What follows belongs to an exercise in optimizing a design on an open flow for small area and a short achievable clock period; a production flow would make more cautious choices.
In this exercise RTL edits were held to simulation tests only and were not proved equivalent to the original.

==> flow/design.v (excerpt) <==
module ldpc_decoder #(
   parameter BPS = 12,
   parameter LAMBDA_IBITS = 3,
   parameter LAMBDA_FBITS = 3,
   parameter LAMBDA_NBITS = LAMBDA_IBITS + LAMBDA_FBITS
)(
   input wire clk,
   input wire lambda_valid,
   input wire [(BPS*LAMBDA_NBITS)-1:0] lambda,
   output wire [BPS-1:0] v_hat,
   output wire done
);
Settings: LEC_CHECK=0, CAP_MARGIN=20, CORE_MARGIN=2, CORE_UTILIZATION=40, CTS_CLUSTER_DIAMETER=120, CTS_CLUSTER_SIZE=20, SLEW_MARGIN=20, SYNTH_HIERARCHICAL=1, SYNTH_MINIMUM_KEEP_SIZE=0; clock period 13.0 ns.
standard.sh (not shown) runs the stock make flow with config.mk's settings and CLKGATE_MAP_FILE= SYNTH_SCRIPT=/design/flow/synth_recipe.tcl, a recipe that flattens the netlist after the stock synthesis.
==> flow/flow/run.sh <==
#!/bin/bash
# The standard layout (the standard.sh, unchanged synthesis), with two
# settings changed:
#  - port buffers use a plain buffer cell (sky130_fd_sc_hd__buf_2);
#  - timing repair aims for a setup slack of MARGIN ns, i.e. a period shorter
#    than the design's; the constraints themselves are not changed.
# Each make run's full output goes to a log of its own in this folder.
set -o pipefail
MARGIN=6.7
bash standard.sh "BUFFER_PORTS_ARGS=-buffer_cell sky130_fd_sc_hd__buf_2" SETUP_SLACK_MARGIN=$MARGIN finish > standard.log 2>&1
The starting point produced a clean layout.
Then changed:
--- a/flow/design.v
+++ b/flow/design.v
@@ -53,21 +53,21 @@
 );
    function [5:0] vn_key;
       input [5:0] lambda;
       input [6:0] m;
       reg [6:0] a, b, t;
       reg c;
       integer i;
       begin
-         a = {lambda[5], lambda};
-         b = {m[6], m[6:1]};
-         c = m[0];
+         a = ~{lambda[5], lambda};
+         b = ~{m[6], m[6:1]};
+         c = ~m[0];
          for (i = 0; i < 7; i = i + 1) begin
-            t[i] = a[i] ^ b[i] ^ c;
+            t[i] = ~(a[i] ^ b[i] ^ c);
             c = (a[i] & b[i]) | (a[i] & c) | (b[i] & c);
          end
          vn_key = {{5{t[6] == t[5]}} & (t[4:0] ^ {5{~t[6]}}), ~t[6]};
       end
    endfunction
    function [5:0] ch_key;
       input [5:0] lambda;
       ch_key = {lambda[4:0] ^ {5{~lambda[5]}}, ~lambda[5]};
The new run finished clean.
Wire length goes up by a few percent.
Non-clock buffer count goes up by 50.
Count of clock-buffer cells in the layout goes down by 2.
Setup slack improved by 47 ps.
Worst hold slack improved by 26 ps.
Synthesized cell count goes down by a little under a tenth.
Cell count goes down by a few percent.
Cell area goes down slightly.
Fmax goes up slightly.

========
== run 4 ==
ldpc_decoder, a different RTL version from the one above (not shown whole).
Size in the first run: ~240 flip-flops, roughly 25,000 um2 of cells after synthesis.
==> module ldpc_zsign, before the edit <==
module ldpc_zsign (
   input wire [6:0] l7,
   input wire [6:0] x1,
   input wire c1,
   input wire [6:0] x2,
   input wire c2,
   output wire zs
);
   wire [5:0] l = l7[5:0];
   wire [5:0] a = x1[5:0];
   wire [5:0] b = x2[5:0];
   wire [5:0] cs = l ^ a ^ b;
   wire [5:0] cc = (l & a) | (l & b) | (a & b);
   wire [7:0] ea = {{2{cs[5]}}, cs};
   wire [7:0] eb = {cc[5], cc, c1};
   wire [7:0] g = ea & eb;
   wire [7:0] p = ea ^ eb;
   wire [7:0] gg = {g[6:0], c2};
   wire [7:0] pp = {p[6:0], 1'b0};
   wire g10 = gg[1] | (pp[1] & gg[0]);
   wire g32 = gg[3] | (pp[3] & gg[2]);  wire p32 = pp[3] & pp[2];
   wire g54 = gg[5] | (pp[5] & gg[4]);  wire p54 = pp[5] & pp[4];
   wire g76 = gg[7] | (pp[7] & gg[6]);  wire p76 = pp[7] & pp[6];
   wire g30 = g32 | (p32 & g10);
   wire g74 = g76 | (p76 & g54);        wire p74 = p76 & p54;
   wire c7 = g74 | (p74 & g30);
   assign zs = p[7] ^ c7;
endmodule
==> flow/config.mk <==
export PLATFORM = sky130hd
export DESIGN_NAME = ldpc_decoder
export DESIGN_NICKNAME = ldpc_decoder
export VERILOG_FILES = /design/flow/design.v
export SDC_FILE = /design/flow/constraint.sdc
export NUM_CORES = 4
export LEC_CHECK = 0
export CAP_MARGIN = 20
export CORE_MARGIN = 2
export CORE_UTILIZATION = 60
export CTS_CLUSTER_DIAMETER = 120
export CTS_CLUSTER_SIZE = 20
export PLACE_DENSITY = 0.75
export SLEW_MARGIN = 20
export SYNTH_HIERARCHICAL = 1
export SYNTH_MINIMUM_KEEP_SIZE = 0
==> flow/constraint.sdc <==
create_clock -name core_clock -period 13.0 [get_ports {clk}]
set_input_delay 2.6000 -clock core_clock [delete_from_list [all_inputs] [get_ports {clk}]]
set_output_delay 2.6000 -clock core_clock [all_outputs]
set_load 0.01 [all_outputs]
==> flow/flow/run.sh <==
#!/bin/bash
# The standard layout (the standard.sh, unchanged synthesis), with these
# settings changed:
#  - port buffers use a plain buffer cell (sky130_fd_sc_hd__buf_2);
#  - timing repair aims for a setup slack of MARGIN_PLACE ns up to clock tree
#    synthesis and MARGIN_ROUTE ns after global routing, i.e. a period shorter
#    than the design's; the constraints themselves are not changed.
# Each make run's full output goes to a log of its own in this folder.
set -o pipefail
MARGIN_PLACE=7
MARGIN_ROUTE=6.7
BUF="BUFFER_PORTS_ARGS=-buffer_cell sky130_fd_sc_hd__buf_2"
bash standard.sh "$BUF" SETUP_SLACK_MARGIN=$MARGIN_PLACE cts > standard_cts.log 2>&1 || exit 1
bash standard.sh "$BUF" SETUP_SLACK_MARGIN=$MARGIN_ROUTE finish > standard_finish.log 2>&1
Edits applied to the flow inputs when going from run 4 to run 5:
--- a/flow/design.v
+++ b/flow/design.v
@@ -6,13 +6,13 @@
    input wire c2,
    output wire zs
 );
-   wire [5:0] l = l7[5:0];
-   wire [5:0] a = x1[5:0];
-   wire [5:0] b = x2[5:0];
-   wire [5:0] cs = l ^ a ^ b;
-   wire [5:0] cc = (l & a) | (l & b) | (a & b);
-   wire [7:0] ea = {{2{cs[5]}}, cs};
-   wire [7:0] eb = {cc[5], cc, c1};
+   wire [7:0] l8 = {l7[6], l7};
+   wire [7:0] a8 = {x1[6], x1};
+   wire [7:0] b8 = {x2[6], x2};
+   wire [7:0] cs = l8 ^ a8 ^ b8;
+   wire [7:0] cc = (l8 & a8) | (l8 & b8) | (a8 & b8);
+   wire [7:0] ea = cs;
+   wire [7:0] eb = {cc[6:0], c1};
    wire [7:0] g = ea & eb;
    wire [7:0] p = ea ^ eb;
    wire [7:0] gg = {g[6:0], c2};
Notes after the runs:
On CTS buffer count: run 5 sits below run 4. Between run 4 and run 5, worst slack on hold paths increased. Cmp run 5 and run 4 / count of placed standard cells in the final layout, fillers left out / lower: run 4. Clock network area share ended up 0.34 points lower on run 5 than on run 4. Compared with run 4, run 5 has less setup slack. Looking at ratio of final minimum period to clock period, run 5 sits 0.66 points above run 4. Compared with run 4, run 5 shows a wire length of the first global-routing pass that is about 2.4% higher. Run 5 against run 4: floorplan die width grew by 3.3 um. Changes observed in run 5 relative to run 4: adder and majority cell fraction of the synthesized area rose by 0.51 points, area of the multi-input gates rose by 4.9%.

[port drivers added, routing unchanged]
The results above use ideal ports. As a check the final layouts listed here were re-extracted and re-timed, cells and wires unchanged.
Step 1 (the two cells are an assumption about what drives the block):
set clk [get_ports {clk}]
set_driving_cell -lib_cell sky130_fd_sc_hd__clkbuf_16 $clk
set_driving_cell -lib_cell sky130_fd_sc_hd__buf_2 [delete_from_list [all_inputs] $clk]
Step 2 also shifts input and output timing later by t, the mid clock arrival at the registers, as if the neighbouring blocks saw the same clock.
a / b / c = ideal ports / drivers / drivers and shift; a / b = the first two.
run | shift t [ns] | setup slack, ns | worst setup path at the end | latest minus earliest clock arrival (ns) | slew at the worst register clock pin (ns)
the first run of note 1 | 0.591 | 6.705 / 6.646 / 6.158 | input to register | 0.026 / 0.027 | 0.10 / 0.10
the second run of note 1 | 0.598 | 6.752 / 6.689 / 6.314 | input to register | 0.030 / 0.030 | 0.11 / 0.11
run 4 | 0.581 | 6.877 / 6.864 / 6.283 | input to register | 0.022 / 0.021 | 0.10 / 0.10
run 5 | 0.583 | 6.791 / 6.729 / 6.273 | input to register | 0.014 / 0.015 | 0.10 / 0.10
After both steps setup and hold are still met in every run listed. The setup slack of run 4, which loses most, moves by -0.013 ns with the drivers and by -0.594 ns with both steps.
